From an optimization exercise on the open Yosys and OpenROAD flow, aimed at small area; shortcuts taken in it are not production practice.
The RTL was checked by simulation tests, not by an equivalence proof against the original design.
The clock port is modelled as an ideal driver; clocking choices that lean on that would not hold on a real chip.
Power is estimated from default activity; no workload was simulated.

==> flow/design.v <==
module fifo (
	input [31:0] DI,
	input	RE,
	input	WE,
	input   clk,
	input	rst,
	output	[31:0] res,
	output	read_valid,
	output	r_err,
	output	w_err
);
	reg  [2:0]  rp, wp;
	reg         lastw;
	reg  [31:0] mem [0:7];
	reg  [31:0] res_r;
	reg         rv_r;
	wire eq    = (rp == wp);
	wire empty = eq & ~lastw;
	wire full  = eq & lastw;
	wire re_ok = RE & ~empty;
	wire we_ok = WE & (~full | RE);
	assign r_err = RE & empty;
	assign w_err = WE & full;
	assign read_valid = rv_r;
	assign res = res_r;
	always @(posedge clk) begin
		if (rst) begin
			rp <= 3'd0;
			wp <= 3'd0;
			lastw <= 1'b0;
			rv_r <= 1'b0;
		end else begin
			if (re_ok) rp <= rp + 3'd1;
			if (we_ok) wp <= wp + 3'd1;
			if (re_ok != we_ok) lastw <= we_ok;
			rv_r <= re_ok;
		end
	end
	always @(posedge clk)
		if (we_ok) mem[wp] <= DI;
	wire [7:0] sel;
	dec3 rdec (.a(rp), .y(sel));
	wire [31:0] n0, n1, n2;
	ao222n g0 (.a(mem[0]), .b(mem[1]), .c(mem[2]), .sa(sel[0]), .sb(sel[1]), .sc(sel[2]), .y(n0));
	ao222n g1 (.a(mem[3]), .b(mem[4]), .c(mem[5]), .sa(sel[3]), .sb(sel[4]), .sc(sel[5]), .y(n1));
	ao22n  g2 (.a(mem[6]), .b(mem[7]), .sa(sel[6]), .sb(sel[7]), .y(n2));
	always @(posedge clk)
		res_r <= ~(n0 & n1 & n2);
endmodule
module ao222n (
	input  [31:0] a, b, c,
	input         sa, sb, sc,
	output [31:0] y
);
	assign y = ~((a & {32{sa}}) | (b & {32{sb}}) | (c & {32{sc}}));
endmodule
module ao22n (
	input  [31:0] a, b,
	input         sa, sb,
	output [31:0] y
);
	assign y = ~((a & {32{sa}}) | (b & {32{sb}}));
endmodule
module dec3 (
	input  [2:0] a,
	output [7:0] y
);
	assign y = 8'd1 << a;
endmodule
export LEC_CHECK = 0
export ABC_AREA = 0
export CAP_MARGIN = 0
export CORE_MARGIN = 2
export CORE_UTILIZATION = 55
export SLEW_MARGIN = 0
export SYNTH_HIERARCHICAL = 1
export SYNTH_MINIMUM_KEEP_SIZE = 0
create_clock -name core_clock -period 5.0 [get_ports {clk}]
standard.sh (not shown) runs the stock make flow with config.mk's settings and CLKGATE_MAP_FILE= SYNTH_SCRIPT=/design/flow/synth_recipe.tcl, a recipe that flattens the netlist after the stock synthesis.
==> flow/flow/run.sh <==
#!/bin/bash
# Standard ORFS layout with these changes:
# - synthesis is the standard flow's, but ABC maps with an area-oriented script
#   (flow/area.abc) instead of ORFS's speed script;
# - the ports get the smallest buffer;
# - the clock tree uses small buffers and no dummy loads;
# - after CTS, cells are swapped for lower-drive ones of the same
#   function where slew, capacitance and timing stay within margins.
set -euo pipefail
export FLOW_SYNTH=$PWD/synth_recipe.tcl
export AREA_ABC_SCRIPT=$PWD/flow/area.abc
export BUFFER_PORTS_ARGS="-buffer_cell sky130_fd_sc_hd__buf_1"
export CTS_ARGS="-sink_clustering_enable -repair_clock_nets -dont_use_dummy_load -buf_list {sky130_fd_sc_hd__clkbuf_4} -sink_clustering_size 10 -sink_clustering_max_diameter 100"
SYN=SYNTH_SCRIPT=$PWD/flow/synth_abc.tcl
bash standard.sh $SYN cts > standard_cts.log 2>&1
R=orfs/results/sky130hd/fifo/base
DS_SLEW_FRAC=0.1 DS_ODB=$R/4_cts.odb DS_SDC=$R/4_cts.sdc openroad -no_init -exit flow/downsize.tcl > downsize.log 2>&1
bash standard.sh $SYN finish > standard.log 2>&1
==> flow/flow/area.abc <==
&get -n
&st
&dch
&nf -a
&put
==> flow/flow/downsize.tcl <==
# Swap each logic and clock-tree cell for the smallest cell of its family
# (same function, lower drive) that keeps slew, capacitance and timing
# within margins. Reads and writes the odb named by DS_ODB.
set plat $::env(FLOW_HOME)/platforms/sky130hd
read_liberty $plat/lib/sky130_fd_sc_hd__tt_025C_1v80.lib
read_db $::env(DS_ODB)
read_sdc $::env(DS_SDC)
source $plat/setRC.tcl
set_propagated_clock [all_clocks]
estimate_parasitics -placement

proc envor {name def} { if {[info exists ::env($name)]} { return $::env($name) } { return $def } }
set clk_slew_max [envor DS_CLK_SLEW 0.110]
set slew_frac [envor DS_SLEW_FRAC 0.2]
set setup_min [envor DS_SETUP 0.3]
set hold_min [envor DS_HOLD 0.1]

proc max_clk_slew {} {
  set mx 0
  foreach p [get_pins -hierarchical */CLK] {
    set s [get_property $p slew_max]
    if {$s > $mx} { set mx $s }
  }
  return $mx
}

proc design_ok {} {
  global clk_slew_max slew_frac cap_frac setup_min hold_min
  estimate_parasitics -placement
  if {[sta::max_slew_violation_count] > 0} { return 0 }
  if {[sta::max_capacitance_violation_count] > 0} { return 0 }
  if {[sta::max_slew_check_slack_limit] < $slew_frac} { return 0 }
  if {[sta::max_capacitance_check_slack_limit] < $cap_frac} { return 0 }
  if {[sta::worst_slack_cmd max] < $setup_min * 1e-9} { return 0 }
  if {[sta::worst_slack_cmd min] < $hold_min * 1e-9} { return 0 }
  if {[max_clk_slew] > $clk_slew_max} { return 0 }
  return 1
}

# never demand more than the layout already has
estimate_parasitics -placement
set clk_slew_max [expr {max($clk_slew_max, [max_clk_slew])}]
set slew_frac [expr {min($slew_frac, [sta::max_slew_check_slack_limit])}]
set cap_frac [expr {min($slew_frac, [sta::max_capacitance_check_slack_limit])}]
set setup_min [expr {min($setup_min, [sta::worst_slack_cmd max] * 1e9)}]
set hold_min [expr {min($hold_min, [sta::worst_slack_cmd min] * 1e9)}]
puts "limits: clk slew $clk_slew_max slew frac $slew_frac setup $setup_min hold $hold_min"
puts "start: ok=[design_ok] clk slew [max_clk_slew] setup [sta::worst_slack_cmd max] hold [sta::worst_slack_cmd min]"
set saved 0.0
foreach inst [get_cells *] {
  set m [get_property $inst ref_name]
  if {![regexp {^(sky130_fd_sc_hd__[a-z0-9]+)_([0-9]+)$} $m -> base drv]} { continue }
  if {[string match "*df*" $base] || [string match "*tap*" $base] || [string match "*fill*" $base] || [string match "*decap*" $base] || [string match "*conb*" $base]} { continue }
  set a0 [get_property [get_lib_cells $m] area]
  set cands {}
  foreach lc [get_lib_cells ${base}_*] {
    set n [get_name $lc]
    if {![regexp "^${base}_\[0-9\]+\$" $n]} { continue }
    if {[get_property $lc dont_use]} { continue }
    set a [get_property $lc area]
    if {$a < $a0} { lappend cands [list $a $n] }
  }
  foreach c [lsort -real -index 0 $cands] {
    lassign $c a n
    replace_cell $inst $n
    if {[design_ok]} {
      set saved [expr {$saved + $a0 - $a}]
      puts "downsized [get_full_name $inst] $m -> $n"
      break
    }
    replace_cell $inst $m
  }
}
estimate_parasitics -placement
puts "end: saved $saved um2, clk slew [max_clk_slew] setup [sta::worst_slack_cmd max] hold [sta::worst_slack_cmd min]"
write_db $::env(DS_ODB)
Other scripts of this flow, unchanged in this note and not shown: flow/flow/synth_abc.tcl
The baseline finished with timing, DRC and antenna clean.
Next try:
--- a/flow/flow/run.sh
+++ b/flow/flow/run.sh
@@ -15,4 +15,4 @@
 bash standard.sh $SYN cts > standard_cts.log 2>&1
 R=orfs/results/sky130hd/fifo/base
-DS_SLEW_FRAC=0.1 DS_ODB=$R/4_cts.odb DS_SDC=$R/4_cts.sdc openroad -no_init -exit flow/downsize.tcl > downsize.log 2>&1
+DS_ODB=$R/4_cts.odb DS_SDC=$R/4_cts.sdc openroad -no_init -exit flow/downsize.tcl > downsize.log 2>&1
 bash standard.sh $SYN finish > standard.log 2>&1
==> flow/flow/area.abc (replaced) <==
strash
dch
amap
topo
--- a/flow/config.mk
+++ b/flow/config.mk
@@ -7,8 +7,8 @@
 export LEC_CHECK = 0
 export ABC_AREA = 0
-export CAP_MARGIN = 0
+export CAP_MARGIN = 20
 export CORE_MARGIN = 2
-export CORE_UTILIZATION = 55
-export SLEW_MARGIN = 0
+export CORE_UTILIZATION = 70
+export SLEW_MARGIN = 20
 export SYNTH_HIERARCHICAL = 1
 export SYNTH_MINIMUM_KEEP_SIZE = 0
What happened: The changed run produced a clean layout; via count increases by 1.4%; setup slack degrades by 0.43 ns; total power came out lower by 7.6%; clock power falls by 2.3%; global-route usage came out higher by 5.2 points; count of clock-buffer cells in the layout stays the same; first-iteration DRC count increases by 14%; flip-flop and latch count does not change; area after synthesis is about the same.
Next try:
--- a/flow/flow/run.sh
+++ b/flow/flow/run.sh
@@ -15,4 +15,4 @@
 bash standard.sh $SYN cts > standard_cts.log 2>&1
 R=orfs/results/sky130hd/fifo/base
-DS_ODB=$R/4_cts.odb DS_SDC=$R/4_cts.sdc openroad -no_init -exit flow/downsize.tcl > downsize.log 2>&1
+DS_SLEW_FRAC=0.03 DS_ODB=$R/4_cts.odb DS_SDC=$R/4_cts.sdc openroad -no_init -exit flow/downsize.tcl > downsize.log 2>&1
 bash standard.sh $SYN finish > standard.log 2>&1
==> flow/flow/area.abc (replaced) <==
&get -n
&st
&dch
&nf -a
&put
--- a/flow/config.mk
+++ b/flow/config.mk
@@ -7,8 +7,8 @@
 export LEC_CHECK = 0
 export ABC_AREA = 0
-export CAP_MARGIN = 20
+export CAP_MARGIN = 0
 export CORE_MARGIN = 2
 export CORE_UTILIZATION = 70
-export SLEW_MARGIN = 20
+export SLEW_MARGIN = 0
 export SYNTH_HIERARCHICAL = 1
 export SYNTH_MINIMUM_KEEP_SIZE = 0
What happened:
- count of clock-buffer cells in the layout stays the same
- cell area went down by about 0.6%
- power rises by 8.0%
- hold slack improved by 0.012 ns
Next try:
--- a/flow/flow/run.sh
+++ b/flow/flow/run.sh
@@ -15,4 +15,4 @@
 bash standard.sh $SYN cts > standard_cts.log 2>&1
 R=orfs/results/sky130hd/fifo/base
-DS_SLEW_FRAC=0.03 DS_ODB=$R/4_cts.odb DS_SDC=$R/4_cts.sdc openroad -no_init -exit flow/downsize.tcl > downsize.log 2>&1
+DS_SLEW_FRAC=0.1 DS_ODB=$R/4_cts.odb DS_SDC=$R/4_cts.sdc openroad -no_init -exit flow/downsize.tcl > downsize.log 2>&1
 bash standard.sh $SYN finish > standard.log 2>&1
--- a/flow/config.mk
+++ b/flow/config.mk
@@ -10,4 +10,5 @@
 export CORE_MARGIN = 2
 export CORE_UTILIZATION = 70
+export GPL_TIMING_DRIVEN = 0
 export SLEW_MARGIN = 0
 export SYNTH_HIERARCHICAL = 1
Result:
- The changed run completed without violations
- die area is unchanged
- wire length climbs by 5.5%
- clock-buffer cell count stays the same
- total power barely changes
- clock skew stays flat
- area after synthesis does not change
- sequential power hardly moves
- critical path depth goes up by 2
Next try:
--- a/flow/config.mk
+++ b/flow/config.mk
@@ -10,5 +10,4 @@
 export CORE_MARGIN = 2
 export CORE_UTILIZATION = 70
-export GPL_TIMING_DRIVEN = 0
 export SLEW_MARGIN = 0
 export SYNTH_HIERARCHICAL = 1
Clock-buffer cell count does not change.
Via count is lower slightly.
Design area is lower slightly.
Maximum frequency is higher by about a fifth.

========
== run A ==
Starts from the design.v that is shown in full above.
export LEC_CHECK = 0
export ABC_AREA = 0
export CAP_MARGIN = 0
export CORE_MARGIN = 2
export CORE_UTILIZATION = 70
export SLEW_MARGIN = 0
export SYNTH_HIERARCHICAL = 1
export SYNTH_MINIMUM_KEEP_SIZE = 0
create_clock -name core_clock -period 5.0 [get_ports {clk}]
==> flow/flow/run.sh <==
#!/bin/bash
# Standard ORFS layout with these changes:
# - synthesis is the standard flow's, but ABC maps with an area-oriented script
#   (flow/area.abc) instead of ORFS's speed script;
# - the ports get the smallest buffer;
# - the clock tree uses small buffers and no dummy loads;
# - after CTS, cells are swapped for lower-drive ones of the same
#   function where slew, capacitance and timing stay within margins.
set -euo pipefail
export FLOW_SYNTH=$PWD/synth_recipe.tcl
export AREA_ABC_SCRIPT=$PWD/flow/area.abc
export BUFFER_PORTS_ARGS="-buffer_cell sky130_fd_sc_hd__buf_1"
export CTS_ARGS="-sink_clustering_enable -repair_clock_nets -dont_use_dummy_load -buf_list {sky130_fd_sc_hd__clkbuf_8} -sink_clustering_size 12 -sink_clustering_max_diameter 100"
SYN=SYNTH_SCRIPT=$PWD/flow/synth_abc.tcl
bash standard.sh $SYN cts > standard_cts.log 2>&1
R=orfs/results/sky130hd/fifo/base
DS_SLEW_FRAC=0.1 DS_CLK_SLEW=0.118 DS_ODB=$R/4_cts.odb DS_SDC=$R/4_cts.sdc openroad -no_init -exit flow/downsize.tcl > downsize.log 2>&1
bash standard.sh $SYN finish > standard.log 2>&1
==> flow/flow/area.abc <==
&get -n
&st
&dch
&nf -a
&put
==> flow/flow/synth_abc.tcl <==
# The standard flow's synthesis script, with ABC run on an area-oriented script of our
# own (AREA_ABC_SCRIPT) in place of ORFS's: every other argument, the
# dont_use list included, is kept.
proc abc {args} {
  set i [lsearch -exact $args -script]
  if {$i >= 0} {
    set args [lreplace $args $i [expr {$i + 1}] -script $::env(AREA_ABC_SCRIPT)]
  }
  yosys abc {*}$args
}
source $::env(FLOW_SYNTH)
Scripts as last shown in full above: flow/flow/downsize.tcl
Modified inputs, run B compared to run A
# run A
export LEC_CHECK = 0
export ABC_AREA = 0
export CAP_MARGIN = 0
export CORE_MARGIN = 2
export CORE_UTILIZATION = 70
export SLEW_MARGIN = 0
export SYNTH_HIERARCHICAL = 1
export SYNTH_MINIMUM_KEEP_SIZE = 0
create_clock -name core_clock -period 5.0 [get_ports {clk}]
# run B
export LEC_CHECK = 0
export ABC_AREA = 0
export CAP_MARGIN = 0
export CORE_MARGIN = 2
export CORE_UTILIZATION = 70
export PLACE_DENSITY = 0.85
export SLEW_MARGIN = 0
export SYNTH_HIERARCHICAL = 1
export SYNTH_MINIMUM_KEEP_SIZE = 0
create_clock -name core_clock -period 5.0 [get_ports {clk}]
--- a/flow/flow/run.sh
+++ b/flow/flow/run.sh
@@ -12,3 +12,3 @@
 export BUFFER_PORTS_ARGS="-buffer_cell sky130_fd_sc_hd__buf_1"
-export CTS_ARGS="-sink_clustering_enable -repair_clock_nets -dont_use_dummy_load -buf_list {sky130_fd_sc_hd__clkbuf_8} -sink_clustering_size 12 -sink_clustering_max_diameter 100"
+export CTS_ARGS="-sink_clustering_enable -repair_clock_nets -dont_use_dummy_load -buf_list {sky130_fd_sc_hd__clkbuf_4} -sink_clustering_size 10 -sink_clustering_max_diameter 100"
 SYN=SYNTH_SCRIPT=$PWD/flow/synth_abc.tcl
@@ -16,3 +16,3 @@
 R=orfs/results/sky130hd/fifo/base
-DS_SLEW_FRAC=0.1 DS_CLK_SLEW=0.118 DS_ODB=$R/4_cts.odb DS_SDC=$R/4_cts.sdc openroad -no_init -exit flow/downsize.tcl > downsize.log 2>&1
+DS_SLEW_FRAC=0.1 DS_ODB=$R/4_cts.odb DS_SDC=$R/4_cts.sdc openroad -no_init -exit flow/downsize.tcl > downsize.log 2>&1
 bash standard.sh $SYN finish > standard.log 2>&1
Notes after the runs:
Summary of run B over run A: final area saw little to no change, final period utilization saw a decrease, clock-buffer cell count saw an increase. Between run A and run B, the wire length does not differ in any meaningful way. In run B relative to run A, power spent charging and discharging nets had gone up slightly. Run A → run B: via count saw an increase, final-stage net count saw an increase, global-route usage saw an increase, critical path depth saw an increase, signed area change from the synthesized netlist to the final layout saw little to no change. The post-layout worst setup margin of run B exceeds that of run A by 0.096 ns.
--- input diff run B..run C ---
# run B
export LEC_CHECK = 0
export ABC_AREA = 0
export CAP_MARGIN = 0
export CORE_MARGIN = 2
export CORE_UTILIZATION = 70
export PLACE_DENSITY = 0.85
export SLEW_MARGIN = 0
export SYNTH_HIERARCHICAL = 1
export SYNTH_MINIMUM_KEEP_SIZE = 0
create_clock -name core_clock -period 5.0 [get_ports {clk}]
# run C
export LEC_CHECK = 0
export ABC_AREA = 0
export CAP_MARGIN = 20
export CORE_MARGIN = 2
export CORE_UTILIZATION = 70
export SLEW_MARGIN = 20
export SYNTH_HIERARCHICAL = 1
export SYNTH_MINIMUM_KEEP_SIZE = 0
create_clock -name core_clock -period 5.0 [get_ports {clk}]
--- a/flow/flow/run.sh
+++ b/flow/flow/run.sh
@@ -16,3 +16,3 @@
 R=orfs/results/sky130hd/fifo/base
-DS_SLEW_FRAC=0.1 DS_ODB=$R/4_cts.odb DS_SDC=$R/4_cts.sdc openroad -no_init -exit flow/downsize.tcl > downsize.log 2>&1
+DS_ODB=$R/4_cts.odb DS_SDC=$R/4_cts.sdc openroad -no_init -exit flow/downsize.tcl > downsize.log 2>&1
 bash standard.sh $SYN finish > standard.log 2>&1
--- outcome ---
Compared with run B, in run C met2 global-route usage down 1.9 points; worst hold slack fell 0.11 ns; non-clock buffering overhead in the final layout picked up an extra 0.43 points; cell area after layout climbed about 0.4%; worst slew slack as a fraction of its limit has increased.
[compare] base=run B new=run C: via count now sits lower; detailed-routed wire length on met2 moved down; sequential share of cell area shows a reduction of 0.32 points; multi-input logic portion of the cell area held.
r_err as the endpoint of the worst setup timing path was reported by run C, and mem[1][17] by run B.

==> re-timing with driven ports <==
Ports are ideal in the flow. The routed layouts listed here were re-timed in OpenROAD.
Step 1 sets driving cells, clkbuf_16 on the clock port and buf_2 on the other inputs (assumed; they add their load-dependent delay and slew).
Step 2 also shifts input and output timing later by t, the mid clock arrival at the registers, as if the neighbouring blocks saw the same clock.
a / b / c = ideal ports / drivers / drivers and shift; a / b = the first two.
run	t, ns	slack for setup (ns)	latest minus earliest clock arrival (ns)	worst register clock-pin slew, ns
the first run of note 1	0.913	1.886 / 1.849 / 1.574	0.057 / 0.057	0.11 / 0.11
the second run of note 1	0.989	1.455 / 1.417 / 1.696	0.283 / 0.282	0.11 / 0.11
the third run of note 1	1.026	1.767 / 1.767 / 1.390	0.191 / 0.192	0.11 / 0.11
the fourth run of note 1	0.998	1.179 / 1.179 / 1.001	0.193 / 0.193	0.11 / 0.11
the fifth run of note 1	1.020	1.817 / 1.782 / 1.456	0.197 / 0.197	0.11 / 0.11
run A	0.730	1.752 / 1.752 / 1.520	0.159 / 0.158	0.12 / 0.12
run B	0.950	1.848 / 1.838 / 1.456	0.165 / 0.165	0.11 / 0.11
run C	1.023	1.819 / 1.784 / 1.713	0.196 / 0.196	0.11 / 0.11
After both steps setup and hold are still met in every run listed. The setup slack of run B, which loses most, moves by -0.010 ns with the drivers and by -0.392 ns with both steps.
